What follows belongs to an exercise in optimizing a design on an open flow for small area and a short achievable clock period; a production flow would make more cautious choices. At most, simulation tests tie the RTL to the original design; equivalence was not proved. Power figures rest on the tool's default switching activity, not on a simulated workload.

==> flow/design.v <==
module lcm_32(
    input wire [32-1:0] ina, inb,
    input wire clk,
    input wire rst_n,
    output wire [64-1:0] result,
    output reg ready_n);
    reg        gcd_ph, div_ph, mul_ph;    
    reg [31:0] u, v, w;
    reg [5:0]  cnt;
    reg        rst_q;
    reg         add_q, sub_q;
    wire [31:0] y   = ({32{add_q}} & v) | ({32{sub_q}} & {~v[31:1], 1'b1});
    wire [32:0] a   = {1'b0, u} + {1'b0, y};
    wire [31:0] ash = {a[32] & mul_ph, a[31:1]};
    assign result = {u, w};
    wire u0_nx  = !rst_q ? ina[0] :
                  gcd_ph ? ((u == 32'd0) ? ina[0] : (!u[0] || (v[0] && a[32])) ? a[1] : 1'b1) :
                  (div_ph || mul_ph) ? a[1] : u[0];
    wire w0_nx  = (div_ph || mul_ph) ? w[1] : w[0];
    wire mul_nx = rst_q && ((div_ph && cnt == 6'd1) || (mul_ph && cnt != 6'd1));
    always @(posedge clk) begin
        add_q <= mul_nx & w0_nx;
        sub_q <= ~mul_nx & u0_nx;
    end
    always @(posedge clk) begin
        rst_q <= rst_n;
        if (!rst_n || !rst_q)
            ready_n <= 1'b1;
        else if (mul_ph && cnt == 6'd1)
            ready_n <= 1'b0;
    end
    always @(posedge clk) begin
        if (!rst_q) begin
            gcd_ph  <= 1'b1;
            div_ph  <= 1'b0;
            mul_ph  <= 1'b0;
            u       <= ina;
            v       <= inb;
            cnt     <= 6'd0;
        end else if (gcd_ph) begin
            if (u == 32'd0) begin
                u      <= ina;
                cnt[5] <= 1'b1;
                gcd_ph <= 1'b0;
                div_ph <= 1'b1;
            end else if (!u[0]) begin
                u <= ash;
                if (!v[0]) begin
                    v   <= v >> 1;
                    cnt <= cnt + 6'd1;
                end
            end else if (!v[0]) begin
                v <= v >> 1;
            end else if (a[32]) begin  
                u <= ash;
            end else begin
                u <= v;
                v <= u;
            end
        end else if (div_ph) begin
            u   <= ash;
            w   <= {u[0], w[31:1]};
            cnt <= cnt - 6'd1;
            if (cnt == 6'd1) begin
                v      <= inb;
                cnt    <= 6'd32;
                div_ph <= 1'b0;
                mul_ph <= 1'b1;
            end
        end else if (mul_ph) begin
            u   <= ash;
            w   <= {a[0], w[31:1]};
            cnt <= cnt - 6'd1;
            if (cnt == 6'd1) mul_ph <= 1'b0;
        end
    end
endmodule
Settings: LEC_CHECK=0, CAP_MARGIN=20, CORE_MARGIN=2, CORE_UTILIZATION=40, SLEW_MARGIN=20; clock period 10.0 ns.
standard.sh (not shown) runs the stock make flow with config.mk's settings and CLKGATE_MAP_FILE= SYNTH_SCRIPT=/design/flow/synth_recipe.tcl, a recipe that flattens the netlist after the stock synthesis.
==> flow/flow/run.sh <==
#!/bin/bash
# The standard layout (standard.sh: the standard flow's synthesis and the ORFS steps, with
# the design's constraints unchanged), with two settings changed:
#  - ORFS's timing repair is asked to leave a setup margin, so that it also
#    works the paths that already meet the design's clock period;
#  - the buffer put on every input and output port is buf_1.
# standard.sh's full output goes to standard_flow.log.
set -euo pipefail
MARGIN=${MARGIN:-6.4}
bash standard.sh \
    SETUP_SLACK_MARGIN=$MARGIN \
    TNS_END_PERCENT=100 \
    "BUFFER_PORTS_ARGS=-buffer_cell sky130_fd_sc_hd__buf_1" \
    finish > standard_flow.log 2>&1
Then changed:
==> flow/design.v (replaced) <==
module lcm_32(
    input wire [32-1:0] ina, inb,
    input wire clk,
    input wire rst_n,
    output wire [64-1:0] result,
    output reg ready_n);
    reg        gcd_ph, div_ph, mul_ph;    
    reg [31:0] u, v, w;
    reg [5:0]  cnt;
    wire [31:0] y   = mul_ph ? (v & {32{w[0]}}) : ({~v[31:1], 1'b1} & {32{u[0]}});
    wire [16:0] alo  = {1'b0, u[15:0]} + {1'b0, y[15:0]};
    wire [16:0] ahi0 = {1'b0, u[31:16]} + {1'b0, y[31:16]};
    wire [16:0] ahi1 = {1'b0, u[31:16]} + {1'b0, y[31:16]} + 17'd1;
    wire [32:0] a    = {alo[16] ? ahi1 : ahi0, alo[15:0]};
    wire [31:0] ash = {a[32] & mul_ph, a[31:1]};
    assign result = {u, w};
    always @(posedge clk) begin
        if (!rst_n) begin
            gcd_ph  <= 1'b1;
            div_ph  <= 1'b0;
            mul_ph  <= 1'b0;
            u       <= ina;
            v       <= inb;
            cnt     <= 6'd0;
            ready_n <= 1'b1;
        end else if (gcd_ph) begin
            if (u == 32'd0) begin
                u      <= ina;
                cnt[5] <= 1'b1;
                gcd_ph <= 1'b0;
                div_ph <= 1'b1;
            end else if (!u[0]) begin
                u <= ash;
                if (!v[0]) begin
                    v   <= v >> 1;
                    cnt <= cnt + 6'd1;
                end
            end else if (!v[0]) begin
                v <= v >> 1;
            end else if (a[32]) begin  
                u <= ash;
            end else begin
                u <= v;
                v <= u;
            end
        end else if (div_ph) begin
            u   <= ash;
            w   <= {u[0], w[31:1]};
            cnt <= cnt - 6'd1;
            if (cnt == 6'd1) begin
                v      <= inb;
                cnt    <= 6'd32;
                div_ph <= 1'b0;
                mul_ph <= 1'b1;
            end
        end else if (mul_ph) begin
            u   <= ash;
            w   <= {a[0], w[31:1]};
            cnt <= cnt - 6'd1;
            if (cnt == 6'd1) begin
                mul_ph  <= 1'b0;
                ready_n <= 1'b0;
            end
        end
    end
endmodule
The new run finished clean.
Worst setup slack got worse by 0.69 ns.
Flip-flop and latch count shrinks by 3.
Utilization grows by 5.1 points.
Final area is higher by 12%.
First-iteration DRC count grows by about 34%.
Die area increases by 3.0%.
Clock skew stays flat.
Sequential share of layout area drops by 4.9 points.
Routed wire length rises by 15%.
Count of clock-buffer cells in the layout stays the same.
Non-clock buffer count rises by 44.
The RTL of the second run of this note was laid out without a check of its function.

Another version of the RTL of lcm_32 (not shown whole).
Size in the first run: about 110 flip-flops, roughly 130 I/O pins.
==> module lcm_32, before the edit <==
module lcm_32(
    input wire [32-1:0] ina, inb,
    input wire clk,
    input wire rst_n,
    output wire [64-1:0] result,
    output reg ready_n);
    reg        gcd_ph, div_ph, mul_ph;    
    reg [31:0] u, v, w;
    reg [5:0]  cnt;
    reg        rst_q;
    wire [31:0] y   = mul_ph ? (v & {32{w[0]}}) : ({~v[31:1], 1'b1} & {32{u[0]}});
    wire [32:0] a   = {1'b0, u} + {1'b0, y};
    wire [31:0] ash = {a[32] & mul_ph, a[31:1]};
    assign result = {u, w};
    always @(posedge clk) begin
        rst_q <= rst_n;
        if (!rst_n || !rst_q)
            ready_n <= 1'b1;
        else if (mul_ph && cnt == 6'd1)
            ready_n <= 1'b0;
    end
    always @(posedge clk) begin
        if (!rst_q) begin
            gcd_ph  <= 1'b1;
            div_ph  <= 1'b0;
            mul_ph  <= 1'b0;
            u       <= ina;
            v       <= inb;
            cnt     <= 6'd0;
        end else if (gcd_ph) begin
            if (u == 32'd0) begin
                u      <= ina;
                cnt[5] <= 1'b1;
                gcd_ph <= 1'b0;
                div_ph <= 1'b1;
            end else if (!u[0]) begin
                u <= ash;
                if (!v[0]) begin
                    v   <= v >> 1;
                    cnt <= cnt + 6'd1;
                end
            end else if (!v[0]) begin
                v <= v >> 1;
            end else if (a[32]) begin  
                u <= ash;
            end else begin
                u <= v;
                v <= u;
            end
        end else if (div_ph) begin
            u   <= ash;
            w   <= {u[0], w[31:1]};
            cnt <= cnt - 6'd1;
            if (cnt == 6'd1) begin
                v      <= inb;
                cnt    <= 6'd32;
                div_ph <= 1'b0;
                mul_ph <= 1'b1;
            end
        end else if (mul_ph) begin
            u   <= ash;
            w   <= {a[0], w[31:1]};
            cnt <= cnt - 6'd1;
            if (cnt == 6'd1) mul_ph <= 1'b0;
        end
    end
endmodule
==> flow/config.mk <==
export PLATFORM = sky130hd
export DESIGN_NAME = lcm_32
export DESIGN_NICKNAME = lcm_32
export VERILOG_FILES = /design/flow/design.v
export SDC_FILE = /design/flow/constraint.sdc
export NUM_CORES = 4
export LEC_CHECK = 0
export CAP_MARGIN = 20
export CORE_MARGIN = 2
export CORE_UTILIZATION = 40
export SLEW_MARGIN = 20
==> flow/constraint.sdc <==
create_clock -name core_clock -period 10.0 [get_ports {clk}]
set_input_delay 2.0000 -clock core_clock [delete_from_list [all_inputs] [get_ports {clk}]]
set_output_delay 2.0000 -clock core_clock [all_outputs]
set_load 0.01 [all_outputs]
==> flow/flow/run.sh <==
#!/bin/bash
# The standard layout (standard.sh: the standard flow's synthesis and the ORFS steps, with
# the design's constraints unchanged), with two settings changed:
#  - ORFS's timing repair is asked to leave a setup margin, so that it also
#    works the paths that already meet the design's clock period;
#  - the buffer put on every input and output port is buf_1.
# standard.sh's full output goes to standard_flow.log.
set -euo pipefail
MARGIN=${MARGIN:-6.7}
bash standard.sh \
    SETUP_SLACK_MARGIN=$MARGIN \
    TNS_END_PERCENT=100 \
    "BUFFER_PORTS_ARGS=-buffer_cell sky130_fd_sc_hd__buf_1" \
    finish > standard_flow.log 2>&1
Next try:
--- a/flow/design.v
+++ b/flow/design.v
@@ -4,32 +4,35 @@
     input wire rst_n,
     output wire [64-1:0] result,
     output reg ready_n);
     reg        gcd_ph, div_ph, mul_ph;    
     reg [31:0] u, v, w;
     reg [5:0]  cnt;
-    reg        rst_q;
-    wire [31:0] y   = mul_ph ? (v & {32{w[0]}}) : ({~v[31:1], 1'b1} & {32{u[0]}});
+    reg         add_q, sub_q;
+    wire [31:0] y   = ({32{add_q}} & v) | ({32{sub_q}} & {~v[31:1], 1'b1});
     wire [32:0] a   = {1'b0, u} + {1'b0, y};
     wire [31:0] ash = {a[32] & mul_ph, a[31:1]};
     assign result = {u, w};
+    wire u0_nx  = !rst_n ? ina[0] :
+                  gcd_ph ? ((u == 32'd0) ? ina[0] : (!u[0] || (v[0] && a[32])) ? a[1] : 1'b1) :
+                  (div_ph || mul_ph) ? a[1] : u[0];
+    wire w0_nx  = (div_ph || mul_ph) ? w[1] : w[0];
+    wire mul_nx = rst_n && ((div_ph && cnt == 6'd1) || (mul_ph && cnt != 6'd1));
     always @(posedge clk) begin
-        rst_q <= rst_n;
-        if (!rst_n || !rst_q)
-            ready_n <= 1'b1;
-        else if (mul_ph && cnt == 6'd1)
-            ready_n <= 1'b0;
+        add_q <= mul_nx & w0_nx;
+        sub_q <= ~mul_nx & u0_nx;
     end
     always @(posedge clk) begin
-        if (!rst_q) begin
+        if (!rst_n) begin
             gcd_ph  <= 1'b1;
             div_ph  <= 1'b0;
             mul_ph  <= 1'b0;
             u       <= ina;
             v       <= inb;
             cnt     <= 6'd0;
+            ready_n <= 1'b1;
         end else if (gcd_ph) begin
             if (u == 32'd0) begin
                 u      <= ina;
                 cnt[5] <= 1'b1;
                 gcd_ph <= 1'b0;
                 div_ph <= 1'b1;
@@ -58,10 +61,13 @@
                 mul_ph <= 1'b1;
             end
         end else if (mul_ph) begin
             u   <= ash;
             w   <= {a[0], w[31:1]};
             cnt <= cnt - 6'd1;
-            if (cnt == 6'd1) mul_ph <= 1'b0;
+            if (cnt == 6'd1) begin
+                mul_ph  <= 1'b0;
+                ready_n <= 1'b0;
+            end
         end
     end
 endmodule
Result:
- The changed run passed the timing, DRC and antenna checks
- total power increases by a few percent
- global-route usage decreases by 0.54 points
- clock power hardly moves
- cell count decreases by a few percent
- non-clock buffer count decreases by 39
- critical path depth decreases by 8
- setup slack gains 0.30 ns
No functional check of the RTL was part of the first run of this note.

## what the ideal ports hide
The flow's constraints put no driver on any port. The routed layouts listed below were extracted and timed again, unchanged, in two steps.
Step 1, drivers: a clkbuf_16 drives clk and a buf_2 each remaining input, both assumed.
Step 2 times the ports against the registers' clock, not the clock port: input delays grow and output delays shrink by t, the midpoint of the rising clock arrivals with the driver on.
Three values: ideal ports, drivers, drivers and shift; two values: the first two.
| run | t, ns | slack for setup (ns) | worst hold slack (ns) | worst setup path after step 2 |
|---|---|---|---|---|
| the first run of note 1 | 0.409 | 6.589 / 6.589 / 6.589 | 0.455 / 0.455 / 0.455 | register to register |
| the second run of note 1 | 0.398 | 5.903 / 5.903 / 5.806 | 0.432 / 0.432 / 0.432 | input to register |
| the first run of note 2 | 0.406 | 6.436 / 6.436 / 6.436 | 0.457 / 0.457 / 0.457 | register to register |
| the second run of note 2 | 0.408 | 6.735 / 6.731 / 6.365 | 0.457 / 0.457 / 0.457 | input to register |
After both steps setup and hold are still met in every run listed. The setup slack of the second run of note 2, which loses most, moves by -0.004 ns with the drivers and by -0.370 ns with both steps.
